Source: an optimization exercise on an open RTL-to-GDS flow (aim: small area, a short achievable clock period and few clock cycles). Production flows keep margins and buffers that such runs may drop. The RTL was checked by simulation tests, not by an equivalence proof against the original design.

Design interpolation, start of the top module:
module interpolation (
    input           clk,
    input           RST,
    input           START,
    input   [5:0]   H0,
    input   [5:0]   V0,
    input   [3:0]   SW,
    input   [3:0]   SH,
    output          REN,
    input   [7:0]   R_DATA,
    output  [11:0]  ADDR,
    output  [7:0]   O_DATA,
    output          O_VALID
);
function [11:0] add12;
    input [11:0] x;
    input [11:0] y;
    reg c;
    integer k;
    begin
        c = 1'b0;
        for (k = 0; k < 12; k = k + 1) begin
            add12[k] = x[k] ^ y[k] ^ c;
            c = (x[k] & y[k]) | (x[k] & c) | (y[k] & c);
        end
    end
endfunction
function [7:0] lerp;
    input [7:0] a;
    input [7:0] b;
    input [3:0] w;
    reg [11:0] s;
    begin
        s = add12({4'b0, a}, {4'b0, w[0] ? b : a});
        s = add12(s, {3'b0, w[1] ? b : a, 1'b0});
        s = add12(s, {2'b0, w[2] ? b : a, 2'b0});
        s = add12(s, {1'b0, w[3] ? b : a, 3'b0});
        lerp = s[11:4];
    end
endfunction
localparam [4:0] LFSR16 = 5'd24;
reg [5:0] h0r;
reg [3:0] swm1, shm1;
reg        r_act;            
reg        r_low;            
reg [3:0]  r_c;              
reg [4:0]  r_j;              
reg [3:0]  r_y;              
reg [11:0] addr_q;
reg        ren_q;
reg        start_q;          
reg        v1, u1, v2, u2;
reg [3:0]  y1, y2;
reg [7:0]  rd, hold;
reg [7:0]  q0, q1, q2, q3;
reg [2:0]  cnt;              
reg [2:0]  alloc;            
reg [4:0]  c_i;              
reg [3:0]  c_x;              
reg [7:0]  o_data;
reg        o_valid;
assign REN = ren_q;
assign ADDR = addr_q;
  ...
Size in the first run: ~640 cells after synthesis, roughly 130 flip-flops, about 7200 um^2 of cells after synthesis.
export LEC_CHECK = 0
export CAP_MARGIN = 20
export CORE_MARGIN = 2
export CORE_UTILIZATION = 50
export SLEW_MARGIN = 20
create_clock -name core_clock -period 30.0 [get_ports {clk}]
standard.sh (not shown) runs the stock make flow with config.mk's settings and CLKGATE_MAP_FILE= SYNTH_SCRIPT=/design/flow/synth_recipe.tcl, a recipe that flattens the netlist after the stock synthesis.
==> flow/flow/run.sh <==
#!/bin/bash
# The standard ORFS layout (the standard.sh) with these changes:
#  - the port buffers are sky130_fd_sc_hd__buf_2 cells instead of the
#    cell buffer_ports picks by itself (a slow clkdlybuf4s50);
#  - before repair_design, an input port buffer that drives more than 16
#    pins becomes a sky130_fd_sc_hd__buf_8 (pre_resize.tcl);
#  - clock tree synthesis adds no dummy loads and uses a clkbuf_16 root
#    with clkbuf_4 buffers below it.
# make's full output goes to standard.log; ORFS keeps each step's log under
# orfs/logs.
set -euo pipefail
here="$(cd "$(dirname "${BASH_SOURCE[0]}")" && pwd)"
export BUFFER_PORTS_ARGS="-buffer_cell sky130_fd_sc_hd__buf_2"
export PRE_RESIZE_TCL="$here/pre_resize.tcl"
export CTS_ARGS="-sink_clustering_enable -repair_clock_nets -dont_use_dummy_load -root_buf sky130_fd_sc_hd__clkbuf_16 -buf_list sky130_fd_sc_hd__clkbuf_4"
bash standard.sh finish > standard.log 2>&1
==> flow/flow/pre_resize.tcl <==
foreach port [all_inputs] {
  set pname [get_full_name $port]
  if {$pname == "clk"} { continue }
  foreach pin [get_pins -quiet -of_objects [get_nets $pname]] {
    set inst [get_cells -of_objects $pin]
    if {![string match "*__buf_*" [get_property $inst ref_name]]} { continue }
    set out [get_pins -of_objects $inst -filter "direction == output"]
    set fanout [llength [get_pins -of_objects [get_nets -of_objects $out] -filter "direction == input"]]
    if {$fanout > 16} {
      set cell sky130_fd_sc_hd__buf_8
    } elseif {$fanout <= 4} {
      set cell sky130_fd_sc_hd__buf_1
    } else {
      continue
    }
    puts "port $pname: buffer [get_full_name $inst] drives $fanout pins, now $cell"
    replace_cell $inst $cell
  }
}
The first run produced a clean layout.
Testbench counts at the start, summed over its fixed seeds: cycles 21,452.
Edit:
--- a/flow/flow/pre_resize.tcl
+++ b/flow/flow/pre_resize.tcl
@@ -1 +1,3 @@
+# Input ports whose buffer drives many pins get a stronger buffer
+# (START fans out to every register loaded at the start of a job).
 foreach port [all_inputs] {
@@ -9,10 +11,5 @@
     if {$fanout > 16} {
-      set cell sky130_fd_sc_hd__buf_8
-    } elseif {$fanout <= 4} {
-      set cell sky130_fd_sc_hd__buf_1
-    } else {
-      continue
+      puts "port $pname: buffer [get_full_name $inst] drives $fanout pins, now sky130_fd_sc_hd__buf_8"
+      replace_cell $inst sky130_fd_sc_hd__buf_8
     }
-    puts "port $pname: buffer [get_full_name $inst] drives $fanout pins, now $cell"
-    replace_cell $inst $cell
   }
--- a/flow/config.mk
+++ b/flow/config.mk
@@ -9,3 +9,3 @@
 export CORE_MARGIN = 2
-export CORE_UTILIZATION = 50
+export CORE_UTILIZATION = 60
 export SLEW_MARGIN = 20
The new run finished with timing, DRC and antenna clean.
Sequential share of layout area is about the same.
Cell area is about the same.
Non-clock buffer count does not change.
Final cell count shrinks by a few percent.
Worst hold slack got worse by 19 ps.
Setup slack gets better by 30 ps.
Wire length went down slightly.
Clock skew decreases by 11 ps.
Edit:
--- a/flow/flow/pre_resize.tcl
+++ b/flow/flow/pre_resize.tcl
@@ -1,3 +1 @@
-# Input ports whose buffer drives many pins get a stronger buffer
-# (START fans out to every register loaded at the start of a job).
 foreach port [all_inputs] {
@@ -11,5 +9,10 @@
     if {$fanout > 16} {
-      puts "port $pname: buffer [get_full_name $inst] drives $fanout pins, now sky130_fd_sc_hd__buf_8"
-      replace_cell $inst sky130_fd_sc_hd__buf_8
+      set cell sky130_fd_sc_hd__buf_8
+    } elseif {$fanout <= 4} {
+      set cell sky130_fd_sc_hd__buf_1
+    } else {
+      continue
     }
+    puts "port $pname: buffer [get_full_name $inst] drives $fanout pins, now $cell"
+    replace_cell $inst $cell
   }
--- a/flow/config.mk
+++ b/flow/config.mk
@@ -10,2 +10,3 @@
 export CORE_UTILIZATION = 60
+export GPL_TIMING_DRIVEN = 0
 export SLEW_MARGIN = 20
What happened: Worst hold slack stays flat. Die area stays the same. Maximum frequency shrinks by 6.1%. Clock skew barely changes. Core utilization grows by 0.56 points. Sequential share of layout area went down by 0.33 points. Setup slack degrades by 450 ps. Global-route usage grows by 1.5 points.

what the ideal ports hide:
In the flow no input, the clock included, has a driving cell. The finished layouts below were timed again as built, in two steps.
Step 1 assumes that a clkbuf_16 drives the clock port and a buf_2 every other input.
Step 2 times the ports against the registers' clock, not the clock port: input delays grow and output delays shrink by t, the midpoint of the rising clock arrivals with the driver on.
Three values: no drivers, after step 1, after step 2; two values: the first two.
run | shift t [ns] | setup slack, ns | worst setup path at the end | latest minus earliest clock arrival (ns) | worst data-port slew with drivers (ns)
the first run | 0.383 | 22.993 / 22.952 / 23.003 | input to register | 0.057 / 0.056 | 0.05
the second run | 0.386 | 23.023 / 22.982 / 22.996 | input to register | 0.033 / 0.034 | 0.05
the third run | 0.390 | 22.573 / 22.595 / 22.205 | input to register | 0.035 / 0.035 | 0.03
After both steps every run listed still meets setup and hold. The setup slack of the third run, which loses most, moves by +0.022 ns with the drivers and by -0.368 ns with both steps.
